Background: an optimization exercise with open tools, aiming at small area. Do not read the settings as production practice. Only simulation tests tie the RTL to the original design; equivalence was not proved. Power figures rest on the tool's default switching activity, not on a simulated workload.

==> flow/design.v <==
module top(reset, en, clock, ps2clk, ps2data, h_sync, v_sync, r, g, b);
  input reset, en, clock, ps2clk, ps2data;
  output h_sync, v_sync;
  output [2:0] r;
  output [2:0] g;
  output [2:0] b;
  genvar k;
  reg [1:0] dc;
  always @(posedge clock or posedge reset)
    if (reset) dc <= 2'd0;
    else dc <= {dc[1] ^ (dc[0] & en), dc[0] ^ en};
  wire tick = en & ~dc[1] & dc[0];
  reg [3:0] ks;
  reg [3:0] ks_n;
  always @(*)
    case (ks)
      4'd0, 4'd1, 4'd2, 4'd3: ks_n = ps2clk ? ks + 4'd1 : 4'd0;
      4'd4:                   ks_n = ps2clk ? 4'd4 : 4'd5;
      4'd5, 4'd6, 4'd7:       ks_n = ps2clk ? 4'd1 : ks + 4'd1;
      default:                ks_n = ps2clk ? 4'd1 : 4'd0;
    endcase
  always @(posedge clock or posedge reset)
    if (reset) ks <= 4'd0;
    else if (tick) ks <= ks_n;
  wire fe = tick & ks[3];
  reg [3:0] cnt;
  reg       f0;
  reg [2:0] cc;
  reg       par;
  wire start = ~cnt[3] & cnt[1];
  wire last  = ~cnt[3] & ~cnt[1] & cnt[0];
  wire [2:0] d = cnt[2:0];
  reg e1;
  always @(*)
    case (d)
      3'd0: e1 = 1'b1;
      3'd1: e1 = cc[0];
      3'd2: e1 = ~(cc[0] | cc[2]);
      3'd3: e1 = cc[2];
      3'd4: e1 = ~cc[2];
      3'd5: e1 = 1'b1;
      3'd6: e1 = ~(cc[2] & cc[1]);
      default: e1 = 1'b0;
    endcase
  wire e = f0 ? e1 : d[2];
  wire mis = (ps2data ^ e) & ~(cc[1] & cc[0]);
  reg [2:0] t;
  always @(*)
    if (!f0) t = 3'b011;
    else case ({cc, d})
      {3'b000, 3'd0}: t = 3'b001;
      {3'b000, 3'd1}: t = 3'b100;
      {3'b000, 3'd3}: t = 3'b110;
      {3'b001, 3'd1}: t = 3'b010;
      {3'b100, 3'd6}: t = 3'b101;
      default:        t = 3'b011;
    endcase
  wire [2:0] cn = start  ? {3{ps2data}} :
                  cnt[3] ? (mis ? t : cc) :
                  cc | {3{~(par ^ ps2data)}};
  always @(posedge clock)
    if (fe) begin
      cc  <= cn;
      par <= (start ? 1'b0 : par) ^ ps2data;
    end
  wire good = ~(cc[2] & cc[1] & cc[0]) & ps2data;
  wire rel  = fe & last & good & f0;
  always @(posedge clock or posedge reset)
    if (reset) begin
      cnt <= 4'b0111;
      f0  <= 1'b0;
    end else if (fe) begin
      cnt <= last ? 4'b0111 : cnt + 4'd1;
      if (last & good) f0 <= ~f0 & (cc == 3'b000);
    end
  wire hu = (cc == 3'b000), hd = (cc == 3'b001);
  wire wu = (cc == 3'b100), wd = (cc == 3'b010);
  wire ft = (cc == 3'b101), it = (cc == 3'b110);
  localparam [25:0] LR = 26'h30a1746;
  localparam [25:0] LD = 26'h3850ba3;
  reg [25:0] lf;
  reg        blink;
  wire       lwrap = (lf == LD);
  always @(posedge clock or posedge reset)
    if (reset) begin
      lf    <= LR;
      blink <= 1'b0;
    end else begin
      lf    <= {lf[24:0], ~(lf[25] ^ lf[5] ^ lf[1] ^ lf[0]) ^ lwrap};
      blink <= blink ^ lwrap;
    end
  reg f, i;
  always @(posedge clock or posedge reset)
    if (reset) begin
      f <= 1'b0;
      i <= 1'b0;
    end else begin
      f <= f ^ (rel & ft);
      i <= i ^ (rel & it);
    end
  reg       sx, sy;
  reg [6:0] xq;
  reg [5:0] yq;
  reg [2:0] xr, yr;
  wire xr0 = ~xr[2] & ~xr[0];
  wire xr3 =  xr[2] &  xr[0];
  wire xr4 =  xr[2] & ~xr[0];
  wire yr0 = ~yr[2] & ~yr[0];
  wire yr3 =  yr[2] &  yr[0];
  wire yr4 =  yr[2] & ~yr[0];
  wire xturn = sx & (xq == 7'd0) & xr3;      
  wire xend  = ~sx & xq[6] & xr4;            
  wire yturn = sy & (yq == 6'd0) & yr3;      
  wire yend  = ~sy & yq[5] & yq[3] & yr4;    
  wire xwrap = tick & xend;
  wire ywrap = xwrap & yend;
  wire xstep = tick & ~xend & ~xturn;
  wire ystep = xwrap & ~yend & ~yturn;
  wire [7:0] xc; assign xc[0] = xstep & (sx ? xr0 : xr4);
  wire [6:0] yc; assign yc[0] = ystep & (sy ? yr0 : yr4);
  generate
    for (k = 0; k < 7; k = k + 1) begin : gx
      assign xc[k+1] = xc[k] & (xq[k] ^ sx);
    end
    for (k = 0; k < 6; k = k + 1) begin : gy
      assign yc[k+1] = yc[k] & (yq[k] ^ sy);
    end
  endgenerate
  always @(posedge clock or posedge reset)
    if (reset) begin
      sx <= 1'b1; xq <= 7'd96; xr <= 3'b000;    
      sy <= 1'b1; yq <= 6'd49; yr <= 3'b110;    
    end else begin
      if (xwrap) begin
        sx <= 1'b1; xq <= 7'd96; xr <= 3'b000;
      end else begin
        if (tick & xturn) sx <= 1'b0;
        xq <= xq ^ xc[6:0];
        if (xstep) xr <= sx ? {~xr[0], xr[2] | ~xr[0], xr[1]}
                            : {xr[1] & xr[0], xr[0], ~xr[2]};
      end
      if (ywrap) begin
        sy <= 1'b1; yq <= 6'd49; yr <= 3'b110;
      end else begin
        if (xwrap & yturn) sy <= 1'b0;
        yq <= yq ^ yc[5:0];
        if (ystep) yr <= sy ? {~yr[0], yr[2] | ~yr[0], yr[1]}
                            : {yr[1] & yr[0], yr[0], ~yr[2]};
      end
    end
  reg [5:0] mn, nn;          
  wire [5:0] m = ~mn;
  wire [5:0] n = ~nn;
  wire m_max = m[5] & m[4] & m[3] & m[2];          
  wire m_min = (m[5:2] == 4'd0) & ~(m[1] & m[0]);  
  wire n_max = n[5] & n[2] & n[1];                 
  wire n_min = (n[5:2] == 4'd0) & ~(n[1] & n[0]);
  wire mch = rel & ((wu & ~m_max) | (wd & ~m_min));
  wire nch = rel & ((hu & ~n_max) | (hd & ~n_min));
  wire [6:0] mc; assign mc[0] = mch;
  wire [6:0] nc; assign nc[0] = nch;
  generate
    for (k = 0; k < 6; k = k + 1) begin : gm
      assign mc[k+1] = mc[k] & (m[k] ^ ~wu);
      assign nc[k+1] = nc[k] & (n[k] ^ ~hu);
    end
  endgenerate
  always @(posedge clock or posedge reset)
    if (reset) begin
      mn <= ~6'd4;
      nn <= ~6'd4;
    end else begin
      mn <= mn ^ mc[5:0];
      nn <= nn ^ nc[5:0];
    end
  wire [6:0] mx = {1'b0, m};
  wire [7:0] ox; assign ox[0] = 1'b1;
  wire [7:0] ix; assign ix[0] = xr0;
  wire [6:0] oy; assign oy[0] = 1'b1;
  wire [6:0] iy; assign iy[0] = yr0;
  generate
    for (k = 0; k < 7; k = k + 1) begin : gcx
      assign ox[k+1] = (mx[k] & ~xq[k]) | ((mx[k] | ~xq[k]) & ox[k]);
      assign ix[k+1] = (mx[k] & ~xq[k]) | ((mx[k] | ~xq[k]) & ix[k]);
    end
    for (k = 0; k < 6; k = k + 1) begin : gcy
      assign oy[k+1] = (n[k] & ~yq[k]) | ((n[k] | ~yq[k]) & oy[k]);
      assign iy[k+1] = (n[k] & ~yq[k]) | ((n[k] | ~yq[k]) & iy[k]);
    end
  endgenerate
  wire outline = ox[7] & oy[6] & ~(ix[7] & iy[6]);
  wire blank = (sx & ((xq > 7'd64) | ((xq == 7'd64) & ~xr0))) |
               (sy & ((yq > 6'd40) | ((yq == 6'd40) & ~yr0)));
  wire inv = (f & blink) | i;
  wire p1 = ~blank & (outline ? ~inv : i);
  wire p0 = ~blank & (outline ?  inv : i);
  assign r = {p1, p0, p0};
  assign g = {p1, p1, p0};
  assign b = {p1, p0, p0};
  assign h_sync = ~(sx & (((xq == 7'd73) & xr4) | ((xq >= 7'd74) & (xq <= 7'd92))));
  assign v_sync = sy & (yq == 6'd47) & yr[0] & ~yr[2];
endmodule
clock: 10.0 ns
lec_check: 0
cap_margin: 20
core_margin: 2
core_utilization: 40
slew_margin: 20
standard.sh (not shown) runs the stock make flow with config.mk's settings and CLKGATE_MAP_FILE= SYNTH_SCRIPT=/design/flow/synth_recipe.tcl, a recipe that flattens the netlist after the stock synthesis.
==> flow/flow/run.sh <==
#!/bin/bash
# Layout flow: the standard flow (standard.sh) with three changes.
#  - Synthesis is synth_recipe.tcl unchanged except that ABC maps the
#    combinational logic with an area-oriented script (area.abc) instead of
#    the speed script; registers are mapped exactly as in the standard flow.
#  - The ports get single-strength buffers (buf_1).
#  - The clock tree is built from clkbuf_8 cells, without dummy loads.
set -euo pipefail
here=$(pwd)
export AREA_ABC_SCRIPT="$here/flow/area.abc"
export FLOW_SYNTH_TCL="$here/synth_recipe.tcl"
export BUFFER_PORTS_ARGS="-buffer_cell sky130_fd_sc_hd__buf_1"
export CTS_ARGS="-sink_clustering_enable -repair_clock_nets -buf_list sky130_fd_sc_hd__clkbuf_8 -dont_use_dummy_load"
sed "s#SYNTH_SCRIPT=[^ ]*#SYNTH_SCRIPT=$here/flow/area_synth.tcl#" standard.sh > area_standard.sh
grep -q "SYNTH_SCRIPT=$here/flow/area_synth.tcl" area_standard.sh
bash area_standard.sh > standard.log 2>&1
==> flow/flow/area.abc <==
strash
&get -n
&deepsyn -J 200 -T 300
&put
dch -f
amap
==> flow/flow/area_synth.tcl <==
# synth_recipe.tcl with one change: the abc call uses the script in
# $AREA_ABC_SCRIPT (area-oriented) in place of ORFS's speed script.
proc abc {args} {
  set i [lsearch -exact $args -script]
  if { $i >= 0 } { lset args [expr {$i + 1}] $::env(AREA_ABC_SCRIPT) }
  yosys abc {*}$args
}
source $::env(FLOW_SYNTH_TCL)
Next try:
--- a/flow/design.v
+++ b/flow/design.v
@@ -149,7 +149,5 @@
       end
     end
-  reg [5:0] mn, nn;          
-  wire [5:0] m = ~mn;
-  wire [5:0] n = ~nn;
+  reg [5:0] m, n;
   wire m_max = m[5] & m[4] & m[3] & m[2];          
   wire m_min = (m[5:2] == 4'd0) & ~(m[1] & m[0]);  
@@ -168,9 +166,9 @@
   always @(posedge clock or posedge reset)
     if (reset) begin
-      mn <= ~6'd4;
-      nn <= ~6'd4;
-    end else begin
-      mn <= mn ^ mc[5:0];
-      nn <= nn ^ nc[5:0];
+      m <= 6'd4;
+      n <= 6'd4;
+    end else begin
+      m <= m ^ mc[5:0];
+      n <= n ^ nc[5:0];
     end
   wire [6:0] mx = {1'b0, m};
Design area increases by 1.1%.
Clock power hardly moves.
Setup slack gets worse by 200 ps.
Combinational power came out lower by 32%.
Total power falls by 13%.
Area after synthesis increases by 1.1%.

-- afterwards: timing with drivers on the ports --
The flow's constraints put no driver on any port. The routed layouts listed below were extracted and timed again, unchanged, in two steps.
Step 1 sets driving cells, clkbuf_16 on the clock port and buf_2 on the other inputs (assumed; they add their load-dependent delay and slew).
Step 2 times the ports against the registers' clock, not the clock port: input delays grow and output delays shrink by t, the midpoint of the rising clock arrivals with the driver on.
a / b / c = ideal ports / drivers / drivers and shift; a / b = the first two.
run	t (ns)	slack for setup (ns)	hold WS [ns]
the first run	0.362	4.817 / 4.826 / 4.464	0.369 / 0.369 / 0.369
the second run	0.371	4.618 / 4.629 / 4.257	0.363 / 0.363 / 0.363
After both steps setup and hold are still met in every run listed. The setup slack of the second run, which loses most, moves by +0.011 ns with the drivers and by -0.361 ns with both steps.
